Background: an optimization exercise with open tools, aiming at a short achievable clock period and few clock cycles per item. Do not read the settings as production practice.
No functional check of the RTL was part of this run.
Power figures rest on the tool's default switching activity, not on a simulated workload.

## flow/design.v

```verilog
`timescale 1ns / 1ps
module divider#(
  parameter WIDTH    = 32,
  parameter CACHING  =  0,
  parameter INIT_VLD =  0
)(
  input clk,
  input rst,
  input start,
  input      [WIDTH-1:0] dividend,
  input      [WIDTH-1:0] divisor,
  output     [WIDTH-1:0] quotient,
  output     [WIDTH-1:0] remainder,
  output reg zeroErr,
  output valid
);
  reg          vld;
  reg [2:0]    cnt;
  reg [31:0]   P;                
  reg [34:0]   AQ;               
  reg [1146:0]  M;               
  assign valid     = vld;
  assign quotient  = AQ[31:0];
  assign remainder = P;
  wire          quick, zeroDivide;
  wire [31:0]   alP;
  wire [34:0]   alAQ;
  wire [2:0]    alCnt;
  wire [1146:0]  mul;
  wire [31:0]   nextP;
  wire [4:0]    digit;
  divider_align u_align (.dividend(dividend), .divisor(divisor), .quick(quick),
    .zeroDivide(zeroDivide), .alP(alP), .alAQ(alAQ), .alCnt(alCnt));
  divider_mults u_mults (.d(divisor), .m(mul));
  wire [36:0] ps = {P, AQ[34:30]};
  wire [1146:0] m = M;
  wire [31:0] ge;
  wire [1023:0] t;
  assign ge[0] = 1'b1;
  assign t[31:0] = ps[31:0];
  wire [37:0] tt1 = {1'b0, ps} + {1'b0, m[36:0]};
  assign ge[1] = tt1[37];
  assign t[63:32] = tt1[31:0];
  wire [37:0] tt2 = {1'b0, ps} + {1'b0, m[73:37]};
  assign ge[2] = tt2[37];
  assign t[95:64] = tt2[31:0];
  wire [37:0] tt3 = {1'b0, ps} + {1'b0, m[110:74]};
  assign ge[3] = tt3[37];
  assign t[127:96] = tt3[31:0];
  wire [37:0] tt4 = {1'b0, ps} + {1'b0, m[147:111]};
  assign ge[4] = tt4[37];
  assign t[159:128] = tt4[31:0];
  wire [37:0] tt5 = {1'b0, ps} + {1'b0, m[184:148]};
  assign ge[5] = tt5[37];
  assign t[191:160] = tt5[31:0];
  wire [37:0] tt6 = {1'b0, ps} + {1'b0, m[221:185]};
  assign ge[6] = tt6[37];
  assign t[223:192] = tt6[31:0];
  wire [37:0] tt7 = {1'b0, ps} + {1'b0, m[258:222]};
  assign ge[7] = tt7[37];
  assign t[255:224] = tt7[31:0];
  wire [37:0] tt8 = {1'b0, ps} + {1'b0, m[295:259]};
  assign ge[8] = tt8[37];
  assign t[287:256] = tt8[31:0];
  wire [37:0] tt9 = {1'b0, ps} + {1'b0, m[332:296]};
  assign ge[9] = tt9[37];
  assign t[319:288] = tt9[31:0];
  wire [37:0] tt10 = {1'b0, ps} + {1'b0, m[369:333]};
  assign ge[10] = tt10[37];
  assign t[351:320] = tt10[31:0];
  wire [37:0] tt11 = {1'b0, ps} + {1'b0, m[406:370]};
  assign ge[11] = tt11[37];
  assign t[383:352] = tt11[31:0];
  wire [37:0] tt12 = {1'b0, ps} + {1'b0, m[443:407]};
  assign ge[12] = tt12[37];
  assign t[415:384] = tt12[31:0];
  wire [37:0] tt13 = {1'b0, ps} + {1'b0, m[480:444]};
  assign ge[13] = tt13[37];
  assign t[447:416] = tt13[31:0];
  wire [37:0] tt14 = {1'b0, ps} + {1'b0, m[517:481]};
  assign ge[14] = tt14[37];
  assign t[479:448] = tt14[31:0];
  wire [37:0] tt15 = {1'b0, ps} + {1'b0, m[554:518]};
  assign ge[15] = tt15[37];
  assign t[511:480] = tt15[31:0];
  wire [37:0] tt16 = {1'b0, ps} + {1'b0, m[591:555]};
  assign ge[16] = tt16[37];
  assign t[543:512] = tt16[31:0];
  wire [37:0] tt17 = {1'b0, ps} + {1'b0, m[628:592]};
  assign ge[17] = tt17[37];
  assign t[575:544] = tt17[31:0];
  wire [37:0] tt18 = {1'b0, ps} + {1'b0, m[665:629]};
  assign ge[18] = tt18[37];
  assign t[607:576] = tt18[31:0];
  wire [37:0] tt19 = {1'b0, ps} + {1'b0, m[702:666]};
  assign ge[19] = tt19[37];
  assign t[639:608] = tt19[31:0];
  wire [37:0] tt20 = {1'b0, ps} + {1'b0, m[739:703]};
  assign ge[20] = tt20[37];
  assign t[671:640] = tt20[31:0];
  wire [37:0] tt21 = {1'b0, ps} + {1'b0, m[776:740]};
  assign ge[21] = tt21[37];
  assign t[703:672] = tt21[31:0];
  wire [37:0] tt22 = {1'b0, ps} + {1'b0, m[813:777]};
  assign ge[22] = tt22[37];
  assign t[735:704] = tt22[31:0];
  wire [37:0] tt23 = {1'b0, ps} + {1'b0, m[850:814]};
  assign ge[23] = tt23[37];
  assign t[767:736] = tt23[31:0];
  wire [37:0] tt24 = {1'b0, ps} + {1'b0, m[887:851]};
  assign ge[24] = tt24[37];
  assign t[799:768] = tt24[31:0];
  wire [37:0] tt25 = {1'b0, ps} + {1'b0, m[924:888]};
  assign ge[25] = tt25[37];
  assign t[831:800] = tt25[31:0];
  wire [37:0] tt26 = {1'b0, ps} + {1'b0, m[961:925]};
  assign ge[26] = tt26[37];
  assign t[863:832] = tt26[31:0];
  wire [37:0] tt27 = {1'b0, ps} + {1'b0, m[998:962]};
  assign ge[27] = tt27[37];
  assign t[895:864] = tt27[31:0];
  wire [37:0] tt28 = {1'b0, ps} + {1'b0, m[1035:999]};
  assign ge[28] = tt28[37];
  assign t[927:896] = tt28[31:0];
  wire [37:0] tt29 = {1'b0, ps} + {1'b0, m[1072:1036]};
  assign ge[29] = tt29[37];
  assign t[959:928] = tt29[31:0];
  wire [37:0] tt30 = {1'b0, ps} + {1'b0, m[1109:1073]};
  assign ge[30] = tt30[37];
  assign t[991:960] = tt30[31:0];
  wire [37:0] tt31 = {1'b0, ps} + {1'b0, m[1146:1110]};
  assign ge[31] = tt31[37];
  assign t[1023:992] = tt31[31:0];
  wire [31:0] mx0_0 = ge[1] ? t[63:32] : t[31:0];
  wire [4:0] dx0_0 = ge[1] ? 5'd1 : 5'd0;
  wire [31:0] mx0_1 = ge[3] ? t[127:96] : t[95:64];
  wire [4:0] dx0_1 = ge[3] ? 5'd3 : 5'd2;
  wire [31:0] mx0_2 = ge[5] ? t[191:160] : t[159:128];
  wire [4:0] dx0_2 = ge[5] ? 5'd5 : 5'd4;
  wire [31:0] mx0_3 = ge[7] ? t[255:224] : t[223:192];
  wire [4:0] dx0_3 = ge[7] ? 5'd7 : 5'd6;
  wire [31:0] mx0_4 = ge[9] ? t[319:288] : t[287:256];
  wire [4:0] dx0_4 = ge[9] ? 5'd9 : 5'd8;
  wire [31:0] mx0_5 = ge[11] ? t[383:352] : t[351:320];
  wire [4:0] dx0_5 = ge[11] ? 5'd11 : 5'd10;
  wire [31:0] mx0_6 = ge[13] ? t[447:416] : t[415:384];
  wire [4:0] dx0_6 = ge[13] ? 5'd13 : 5'd12;
  wire [31:0] mx0_7 = ge[15] ? t[511:480] : t[479:448];
  wire [4:0] dx0_7 = ge[15] ? 5'd15 : 5'd14;
  wire [31:0] mx0_8 = ge[17] ? t[575:544] : t[543:512];
  wire [4:0] dx0_8 = ge[17] ? 5'd17 : 5'd16;
  wire [31:0] mx0_9 = ge[19] ? t[639:608] : t[607:576];
  wire [4:0] dx0_9 = ge[19] ? 5'd19 : 5'd18;
  wire [31:0] mx0_10 = ge[21] ? t[703:672] : t[671:640];
  wire [4:0] dx0_10 = ge[21] ? 5'd21 : 5'd20;
  wire [31:0] mx0_11 = ge[23] ? t[767:736] : t[735:704];
  wire [4:0] dx0_11 = ge[23] ? 5'd23 : 5'd22;
  wire [31:0] mx0_12 = ge[25] ? t[831:800] : t[799:768];
  wire [4:0] dx0_12 = ge[25] ? 5'd25 : 5'd24;
  wire [31:0] mx0_13 = ge[27] ? t[895:864] : t[863:832];
  wire [4:0] dx0_13 = ge[27] ? 5'd27 : 5'd26;
  wire [31:0] mx0_14 = ge[29] ? t[959:928] : t[927:896];
  wire [4:0] dx0_14 = ge[29] ? 5'd29 : 5'd28;
  wire [31:0] mx0_15 = ge[31] ? t[1023:992] : t[991:960];
  wire [4:0] dx0_15 = ge[31] ? 5'd31 : 5'd30;
  wire [31:0] mx1_0 = ge[2] ? mx0_1 : mx0_0;
  wire [4:0] dx1_0 = ge[2] ? dx0_1 : dx0_0;
  wire [31:0] mx1_1 = ge[6] ? mx0_3 : mx0_2;
  wire [4:0] dx1_1 = ge[6] ? dx0_3 : dx0_2;
  wire [31:0] mx1_2 = ge[10] ? mx0_5 : mx0_4;
  wire [4:0] dx1_2 = ge[10] ? dx0_5 : dx0_4;
  wire [31:0] mx1_3 = ge[14] ? mx0_7 : mx0_6;
  wire [4:0] dx1_3 = ge[14] ? dx0_7 : dx0_6;
  wire [31:0] mx1_4 = ge[18] ? mx0_9 : mx0_8;
  wire [4:0] dx1_4 = ge[18] ? dx0_9 : dx0_8;
  wire [31:0] mx1_5 = ge[22] ? mx0_11 : mx0_10;
  wire [4:0] dx1_5 = ge[22] ? dx0_11 : dx0_10;
  wire [31:0] mx1_6 = ge[26] ? mx0_13 : mx0_12;
  wire [4:0] dx1_6 = ge[26] ? dx0_13 : dx0_12;
  wire [31:0] mx1_7 = ge[30] ? mx0_15 : mx0_14;
  wire [4:0] dx1_7 = ge[30] ? dx0_15 : dx0_14;
  wire [31:0] mx2_0 = ge[4] ? mx1_1 : mx1_0;
  wire [4:0] dx2_0 = ge[4] ? dx1_1 : dx1_0;
  wire [31:0] mx2_1 = ge[12] ? mx1_3 : mx1_2;
  wire [4:0] dx2_1 = ge[12] ? dx1_3 : dx1_2;
  wire [31:0] mx2_2 = ge[20] ? mx1_5 : mx1_4;
  wire [4:0] dx2_2 = ge[20] ? dx1_5 : dx1_4;
  wire [31:0] mx2_3 = ge[28] ? mx1_7 : mx1_6;
  wire [4:0] dx2_3 = ge[28] ? dx1_7 : dx1_6;
  wire [31:0] mx3_0 = ge[8] ? mx2_1 : mx2_0;
  wire [4:0] dx3_0 = ge[8] ? dx2_1 : dx2_0;
  wire [31:0] mx3_1 = ge[24] ? mx2_3 : mx2_2;
  wire [4:0] dx3_1 = ge[24] ? dx2_3 : dx2_2;
  wire [31:0] mx4_0 = ge[16] ? mx3_1 : mx3_0;
  wire [4:0] dx4_0 = ge[16] ? dx3_1 : dx3_0;
  assign nextP = mx4_0;
  assign digit = dx4_0;
  always @(posedge clk) begin
    if (rst) begin
      vld <= 1'b0;
      cnt <= 0;
    end else if (start) begin
      vld <= quick;
      cnt <= quick ? 3'd0 : alCnt;
    end else if (cnt != 0) begin
      cnt <= cnt - 1'b1;
      if (cnt == 1) vld <= 1'b1;
    end
  end
  always @(posedge clk) begin
    if (rst) zeroErr <= 1'b0;
    else if (start) zeroErr <= zeroDivide;
  end
  always @(posedge clk) begin
    if (start) M <= mul;
  end
  always @(posedge clk) begin
    if (start) begin
      P  <= alP;
      AQ <= alAQ;
    end else if (cnt != 0) begin
      P  <= nextP;
      AQ <= {AQ[29:0], digit};
    end
  end
endmodule
module divider_align (
  input  [31:0] dividend,
  input  [31:0] divisor,
  output        quick,
  output        zeroDivide,
  output [31:0] alP,
  output [34:0] alAQ,
  output [2:0] alCnt
);
  wire [7:0] lt;    
  assign lt[0] = dividend[31:1] < divisor;
  assign lt[1] = dividend[31:6] < divisor;
  assign lt[2] = dividend[31:11] < divisor;
  assign lt[3] = dividend[31:16] < divisor;
  assign lt[4] = dividend[31:21] < divisor;
  assign lt[5] = dividend[31:26] < divisor;
  assign lt[6] = dividend[31:31] < divisor;
  assign lt[7] = divisor != 0;
  wire [7:0] first = lt & ~{lt[6:0], 1'b0};
  assign zeroDivide = divisor == 0;
  assign quick = zeroDivide | lt[0];
  wire [32:0] s0 = {1'b0, dividend} - {1'b0, divisor};
  wire [31:0] cand0 = s0[32] ? dividend : s0[31:0];
  wire [32:0] s1 = {1'b0, {5'd0, dividend[31:5]}} - {1'b0, divisor};
  wire [31:0] cand1 = s1[32] ? {5'd0, dividend[31:5]} : s1[31:0];
  wire [32:0] s2 = {1'b0, {10'd0, dividend[31:10]}} - {1'b0, divisor};
  wire [31:0] cand2 = s2[32] ? {10'd0, dividend[31:10]} : s2[31:0];
  wire [32:0] s3 = {1'b0, {15'd0, dividend[31:15]}} - {1'b0, divisor};
  wire [31:0] cand3 = s3[32] ? {15'd0, dividend[31:15]} : s3[31:0];
  wire [32:0] s4 = {1'b0, {20'd0, dividend[31:20]}} - {1'b0, divisor};
  wire [31:0] cand4 = s4[32] ? {20'd0, dividend[31:20]} : s4[31:0];
  wire [32:0] s5 = {1'b0, {25'd0, dividend[31:25]}} - {1'b0, divisor};
  wire [31:0] cand5 = s5[32] ? {25'd0, dividend[31:25]} : s5[31:0];
  wire [32:0] s6 = {1'b0, {30'd0, dividend[31:30]}} - {1'b0, divisor};
  wire [31:0] cand6 = s6[32] ? {30'd0, dividend[31:30]} : s6[31:0];
  assign alP = ({32{first[0]}} & cand0) |
               ({32{first[1]}} & cand1) |
               ({32{first[2]}} & cand2) |
               ({32{first[3]}} & cand3) |
               ({32{first[4]}} & cand4) |
               ({32{first[5]}} & cand5) |
               ({32{first[6]}} & cand6);
  assign alAQ = ({35{first[1]}} & {dividend[4:0], 30'd0}) |
                ({35{first[2]}} & {dividend[9:0], 25'd0}) |
                ({35{first[3]}} & {dividend[14:0], 20'd0}) |
                ({35{first[4]}} & {dividend[19:0], 15'd0}) |
                ({35{first[5]}} & {dividend[24:0], 10'd0}) |
                ({35{first[6]}} & {dividend[29:0], 5'd0}) |
                ({35{first[7]}} & {3'd0, dividend[31:0]}) |
                {34'd0, (first[0] & ~s0[32]) | (first[1] & ~s1[32]) | (first[2] & ~s2[32]) | (first[3] & ~s3[32]) | (first[4] & ~s4[32]) | (first[5] & ~s5[32]) | (first[6] & ~s6[32])};
  assign alCnt = ({3{first[1]}} & 3'd1) |
                 ({3{first[2]}} & 3'd2) |
                 ({3{first[3]}} & 3'd3) |
                 ({3{first[4]}} & 3'd4) |
                 ({3{first[5]}} & 3'd5) |
                 ({3{first[6]}} & 3'd6) |
                 ({3{first[7]}} & 3'd7);
endmodule
module divider_mults (
  input  [31:0] d,
  output [1146:0] m
);
  wire [36:0] X = {5'd0, d};
  wire [36:0] mul1 = -X;
  assign m[36:0] = mul1;
  wire [36:0] mul2 = -(X << 1);
  assign m[73:37] = mul2;
  wire [36:0] mul3 = X - (X << 2);
  assign m[110:74] = mul3;
  wire [36:0] mul4 = -(X << 2);
  assign m[147:111] = mul4;
  wire [36:0] mul5_s0 = ~X ^ ~(X << 2) ^ 37'd2;
  wire [36:0] mul5_c0 = ((~X & ~(X << 2)) | (~X & 37'd2) | (~(X << 2) & 37'd2)) << 1;
  wire [36:0] mul5 = mul5_s0 + mul5_c0;
  assign m[184:148] = mul5;
  wire [36:0] mul6 = (X << 1) - (X << 3);
  assign m[221:185] = mul6;
  wire [36:0] mul7 = X - (X << 3);
  assign m[258:222] = mul7;
  wire [36:0] mul8 = -(X << 3);
  assign m[295:259] = mul8;
  wire [36:0] mul9_s0 = ~X ^ ~(X << 3) ^ 37'd2;
  wire [36:0] mul9_c0 = ((~X & ~(X << 3)) | (~X & 37'd2) | (~(X << 3) & 37'd2)) << 1;
  wire [36:0] mul9 = mul9_s0 + mul9_c0;
  assign m[332:296] = mul9;
  wire [36:0] mul10_s0 = ~(X << 1) ^ ~(X << 3) ^ 37'd2;
  wire [36:0] mul10_c0 = ((~(X << 1) & ~(X << 3)) | (~(X << 1) & 37'd2) | (~(X << 3) & 37'd2)) << 1;
  wire [36:0] mul10 = mul10_s0 + mul10_c0;
  assign m[369:333] = mul10;
  wire [36:0] mul11_s0 = X ^ (X << 2) ^ ~(X << 4);
  wire [36:0] mul11_c0 = ((X & (X << 2)) | (X & ~(X << 4)) | ((X << 2) & ~(X << 4))) << 1;
  wire [36:0] mul11_s1 = mul11_s0 ^ mul11_c0 ^ 37'd1;
  wire [36:0] mul11_c1 = ((mul11_s0 & mul11_c0) | (mul11_s0 & 37'd1) | (mul11_c0 & 37'd1)) << 1;
  wire [36:0] mul11 = mul11_s1 + mul11_c1;
  assign m[406:370] = mul11;
  wire [36:0] mul12 = (X << 2) - (X << 4);
  assign m[443:407] = mul12;
  wire [36:0] mul13_s0 = X ^ (X << 1) ^ ~(X << 4);
  wire [36:0] mul13_c0 = ((X & (X << 1)) | (X & ~(X << 4)) | ((X << 1) & ~(X << 4))) << 1;
  wire [36:0] mul13_s1 = mul13_s0 ^ mul13_c0 ^ 37'd1;
  wire [36:0] mul13_c1 = ((mul13_s0 & mul13_c0) | (mul13_s0 & 37'd1) | (mul13_c0 & 37'd1)) << 1;
  wire [36:0] mul13 = mul13_s1 + mul13_c1;
  assign m[480:444] = mul13;
  wire [36:0] mul14 = (X << 1) - (X << 4);
  assign m[517:481] = mul14;
  wire [36:0] mul15 = X - (X << 4);
  assign m[554:518] = mul15;
  wire [36:0] mul16 = -(X << 4);
  assign m[591:555] = mul16;
  wire [36:0] mul17_s0 = ~X ^ ~(X << 4) ^ 37'd2;
  wire [36:0] mul17_c0 = ((~X & ~(X << 4)) | (~X & 37'd2) | (~(X << 4) & 37'd2)) << 1;
  wire [36:0] mul17 = mul17_s0 + mul17_c0;
  assign m[628:592] = mul17;
  wire [36:0] mul18_s0 = ~(X << 1) ^ ~(X << 4) ^ 37'd2;
  wire [36:0] mul18_c0 = ((~(X << 1) & ~(X << 4)) | (~(X << 1) & 37'd2) | (~(X << 4) & 37'd2)) << 1;
  wire [36:0] mul18 = mul18_s0 + mul18_c0;
  assign m[665:629] = mul18;
  wire [36:0] mul19_s0 = X ^ ~(X << 2) ^ ~(X << 4);
  wire [36:0] mul19_c0 = ((X & ~(X << 2)) | (X & ~(X << 4)) | (~(X << 2) & ~(X << 4))) << 1;
  wire [36:0] mul19_s1 = mul19_s0 ^ mul19_c0 ^ 37'd2;
  wire [36:0] mul19_c1 = ((mul19_s0 & mul19_c0) | (mul19_s0 & 37'd2) | (mul19_c0 & 37'd2)) << 1;
  wire [36:0] mul19 = mul19_s1 + mul19_c1;
  assign m[702:666] = mul19;
  wire [36:0] mul20_s0 = ~(X << 2) ^ ~(X << 4) ^ 37'd2;
  wire [36:0] mul20_c0 = ((~(X << 2) & ~(X << 4)) | (~(X << 2) & 37'd2) | (~(X << 4) & 37'd2)) << 1;
  wire [36:0] mul20 = mul20_s0 + mul20_c0;
  assign m[739:703] = mul20;
  wire [36:0] mul21_s0 = ~X ^ ~(X << 2) ^ ~(X << 4);
  wire [36:0] mul21_c0 = ((~X & ~(X << 2)) | (~X & ~(X << 4)) | (~(X << 2) & ~(X << 4))) << 1;
  wire [36:0] mul21_s1 = mul21_s0 ^ mul21_c0 ^ 37'd3;
  wire [36:0] mul21_c1 = ((mul21_s0 & mul21_c0) | (mul21_s0 & 37'd3) | (mul21_c0 & 37'd3)) << 1;
  wire [36:0] mul21 = mul21_s1 + mul21_c1;
  assign m[776:740] = mul21;
  wire [36:0] mul22_s0 = (X << 1) ^ (X << 3) ^ ~(X << 5);
  wire [36:0] mul22_c0 = (((X << 1) & (X << 3)) | ((X << 1) & ~(X << 5)) | ((X << 3) & ~(X << 5))) << 1;
  wire [36:0] mul22_s1 = mul22_s0 ^ mul22_c0 ^ 37'd1;
  wire [36:0] mul22_c1 = ((mul22_s0 & mul22_c0) | (mul22_s0 & 37'd1) | (mul22_c0 & 37'd1)) << 1;
  wire [36:0] mul22 = mul22_s1 + mul22_c1;
  assign m[813:777] = mul22;
  wire [36:0] mul23_s0 = X ^ (X << 3) ^ ~(X << 5);
  wire [36:0] mul23_c0 = ((X & (X << 3)) | (X & ~(X << 5)) | ((X << 3) & ~(X << 5))) << 1;
  wire [36:0] mul23_s1 = mul23_s0 ^ mul23_c0 ^ 37'd1;
  wire [36:0] mul23_c1 = ((mul23_s0 & mul23_c0) | (mul23_s0 & 37'd1) | (mul23_c0 & 37'd1)) << 1;
  wire [36:0] mul23 = mul23_s1 + mul23_c1;
  assign m[850:814] = mul23;
  wire [36:0] mul24 = (X << 3) - (X << 5);
  assign m[887:851] = mul24;
  wire [36:0] mul25_s0 = ~X ^ (X << 3) ^ ~(X << 5);
  wire [36:0] mul25_c0 = ((~X & (X << 3)) | (~X & ~(X << 5)) | ((X << 3) & ~(X << 5))) << 1;
  wire [36:0] mul25_s1 = mul25_s0 ^ mul25_c0 ^ 37'd2;
  wire [36:0] mul25_c1 = ((mul25_s0 & mul25_c0) | (mul25_s0 & 37'd2) | (mul25_c0 & 37'd2)) << 1;
  wire [36:0] mul25 = mul25_s1 + mul25_c1;
  assign m[924:888] = mul25;
  wire [36:0] mul26_s0 = (X << 1) ^ (X << 2) ^ ~(X << 5);
  wire [36:0] mul26_c0 = (((X << 1) & (X << 2)) | ((X << 1) & ~(X << 5)) | ((X << 2) & ~(X << 5))) << 1;
  wire [36:0] mul26_s1 = mul26_s0 ^ mul26_c0 ^ 37'd1;
  wire [36:0] mul26_c1 = ((mul26_s0 & mul26_c0) | (mul26_s0 & 37'd1) | (mul26_c0 & 37'd1)) << 1;
  wire [36:0] mul26 = mul26_s1 + mul26_c1;
  assign m[961:925] = mul26;
  wire [36:0] mul27_s0 = X ^ (X << 2) ^ ~(X << 5);
  wire [36:0] mul27_c0 = ((X & (X << 2)) | (X & ~(X << 5)) | ((X << 2) & ~(X << 5))) << 1;
  wire [36:0] mul27_s1 = mul27_s0 ^ mul27_c0 ^ 37'd1;
  wire [36:0] mul27_c1 = ((mul27_s0 & mul27_c0) | (mul27_s0 & 37'd1) | (mul27_c0 & 37'd1)) << 1;
  wire [36:0] mul27 = mul27_s1 + mul27_c1;
  assign m[998:962] = mul27;
  wire [36:0] mul28 = (X << 2) - (X << 5);
  assign m[1035:999] = mul28;
  wire [36:0] mul29_s0 = X ^ (X << 1) ^ ~(X << 5);
  wire [36:0] mul29_c0 = ((X & (X << 1)) | (X & ~(X << 5)) | ((X << 1) & ~(X << 5))) << 1;
  wire [36:0] mul29_s1 = mul29_s0 ^ mul29_c0 ^ 37'd1;
  wire [36:0] mul29_c1 = ((mul29_s0 & mul29_c0) | (mul29_s0 & 37'd1) | (mul29_c0 & 37'd1)) << 1;
  wire [36:0] mul29 = mul29_s1 + mul29_c1;
  assign m[1072:1036] = mul29;
  wire [36:0] mul30 = (X << 1) - (X << 5);
  assign m[1109:1073] = mul30;
  wire [36:0] mul31 = X - (X << 5);
  assign m[1146:1110] = mul31;
endmodule
```

## flow/run.sh

```bash
#!/bin/bash
# synth_recipe.tcl (not shown) runs the flow's synth.tcl, then flattens the netlist and writes it again
# the make line also repeats each setting of config.mk as NAME=value (left out here)
make -C /OpenROAD-flow-scripts/flow DESIGN_CONFIG=/design/flow/config.mk WORK_HOME=/design/flow/orfs CLKGATE_MAP_FILE= SYNTH_SCRIPT=/design/flow/synth_recipe.tcl finish
```

## flow/config.mk

```make
export PLATFORM = sky130hd
export DESIGN_NAME = divider
export DESIGN_NICKNAME = divider
export VERILOG_FILES = /design/flow/design.v
export SDC_FILE = /design/flow/constraint.sdc
export NUM_CORES = 4
export LEC_CHECK = 0
export CAP_MARGIN = 20
export CORE_MARGIN = 2
export CORE_UTILIZATION = 40
export SETUP_SLACK_MARGIN = 4.5
export SLEW_MARGIN = 20
export SYNTH_HIERARCHICAL = 1
```

## flow/constraint.sdc

```tcl
create_clock -name core_clock -period 7.0 [get_ports {clk}]
set_input_delay 1.4000 -clock core_clock [delete_from_list [all_inputs] [get_ports {clk}]]
set_output_delay 1.4000 -clock core_clock [all_outputs]
set_load 0.01 [all_outputs]
```

==> results.txt <==
[modules after synthesis (local to each module, per instance)]
module	cells	area, µm²	flip-flops and latches	copies in the design
divider	10141	98700	1219	1
divider_align	1642	11600	0	1
divider_mults	5486	42400	0	1
[metrics by stage]
step / power [mW] / hold slack [ns] / setup TNS (ns) / instances / util [%]
3_5_place_dp: 83.5 / 0.540 / -0.148 / 22413 / 44.1
4_1_cts: 105 / 0.540 / 0 / 24083 / 54.0
3_3_place_gp: 83.7 / 0.530 / -0.325 / 22412 / 44.1
5_1_grt: 119 / 0.576 / 0 / 24776 / 57.8
2_1_floorplan: 52.5 / 0.528 / 0 / 17294 / -
[cells by family after synthesis]
kind of cell    Yosys count  synth area share, %
compound gates         5914                 25.3
xor+xnor               1518                 8.72
fa+ha+maj              2548                 22.2
buf+inv                1763                 5.67
flops                  1219                 23.9
mux                     191                 1.31
other cells               1              0.00246
simple gates           4115                 12.9
[worst min path at each step]
stage | startpoint | to | slack (ns)
5_1_grt | zeroErr | zeroErr | 0.58
4_1_cts | zeroErr | zeroErr | 0.54
3_5_place_dp | zeroErr | zeroErr | 0.54
3_3_place_gp | zeroErr | zeroErr | 0.53
2_1_floorplan | zeroErr | zeroErr | 0.53
[power by group through the flow]
stage	registers (mW)	logic, mW	clock network [mW]
2_1_floorplan	11.5	41.0	0
3_3_place_gp	12.1	71.6	0
3_5_place_dp	12.1	71.3	0
4_1_cts	11.7	84.2	9.41
5_1_grt	11.9	97.9	9.68
[synthesized netlist by cell type (50+ instances only)]
cell       count
nor2_1      1162
a311oi_1      53
and2_1       106
clkbuf_1     389
buf_2         53
or2_2         55
a221oi_1      71
nand2_1     1125
o21ai_0      964
o21ai_1       84
mux2_2        66
o211ai_1     245
and3_1       151
mux2i_1      125
ha_1        2277
o31ai_1      102
nor2b_1      153
a21boi_0      50
buf_4        519
a2111oi_0     65
fa_1         271
nand2b_1     161
xnor2_1      970
a21oi_1     1747
nand4_1      251
nand3_1      348
a21o_1       777
a211o_1       60
inv_1        762
nor3_1       274
o21a_1       218
xor2_1       546
o21bai_1     263
a31oi_1      203
a211oi_1     354
nor4_1        61
edfxtp_1    1214
or3_1         84
[layer usage]
layer,GRT usage (%)
met5,0
met4,40.6
met3,14.2
met2,68.2
met1,55.2
[repair_timing]
| action | 4_1_cts | 5_1_grt |
|---|---|---|
| setup endpoints to repair | 1656 | 1370 |
| gates resized for setup | 4155 | 1764 |
| buffers inserted | 1319 | 636 |
| cloned | 45 | 16 |
| pin swaps | 1039 | 1029 |
==> results.tsv <==
stage	metric	value	unit
synth	Post-Syn Area	153000	µm²
cts	clock root cell	clkbuf_16	
cts	Longest Clk Path Bufs	4	
synth	Synth top area share	23.9	%
synth	count of cell types in the netlist	122	
status	Stop stage	detailed routing (5_2_route)	
status	Error	[ERROR DRT-0218] Guide is not connected to design for net _04780_	
synth	Ys Warns	7	
global_routing	number of global-route vias before repair	153123	
synth	Most used DFF post-synth	edfxtp_1	
synth	Mapped Cells	17269	
die	Die X-Extent	622	µm
die	starting density of the core	40.2	%
global_routing	Remaining Overflow, GRT	0	
status	run status	stopped before the end	
cts	clock sink count	1219	
placed_design	Placer Congestion	1.12	
synth	Syn Area/Cell	8.84	µm²
synth	register area share after synthesis	23.9	%
synth	Synth async-reset ratio	0	%
placed_design	IO Port Bufs	132	
die	Die Y	622	µm
timing	post-GRT worst EP	P[30]$_DFFE_PP_/D	
placed_design	placed wire-length estimate	714	mm
cts	CTS buffer count	170	
global_routing	initial antenna violation count	116	
global_routing	Total GRT Usage	46.6	%
timing	kind of the worst endpoint	register data pin	
die	FP Rows	226	
synth	synth top area cells	edfxtp_1, ha_1, a21oi_1	
placed_design	DP Area	167000	µm²
placed_design	worst slack at placement	-0.148	ns
synth	Post-synth EDFFs	1214	
global_routing	first-pass GRT wire length	1250	mm
synth	Yosys top cell by area	edfxtp_1	
synth	Synth Register Bits	1219	
global_routing	largest net degree at the start of global routing	142	
cts	H-tree levels	4	
die	IO Count	133	
cts	count of hold-fix buffers inserted at cts	0	
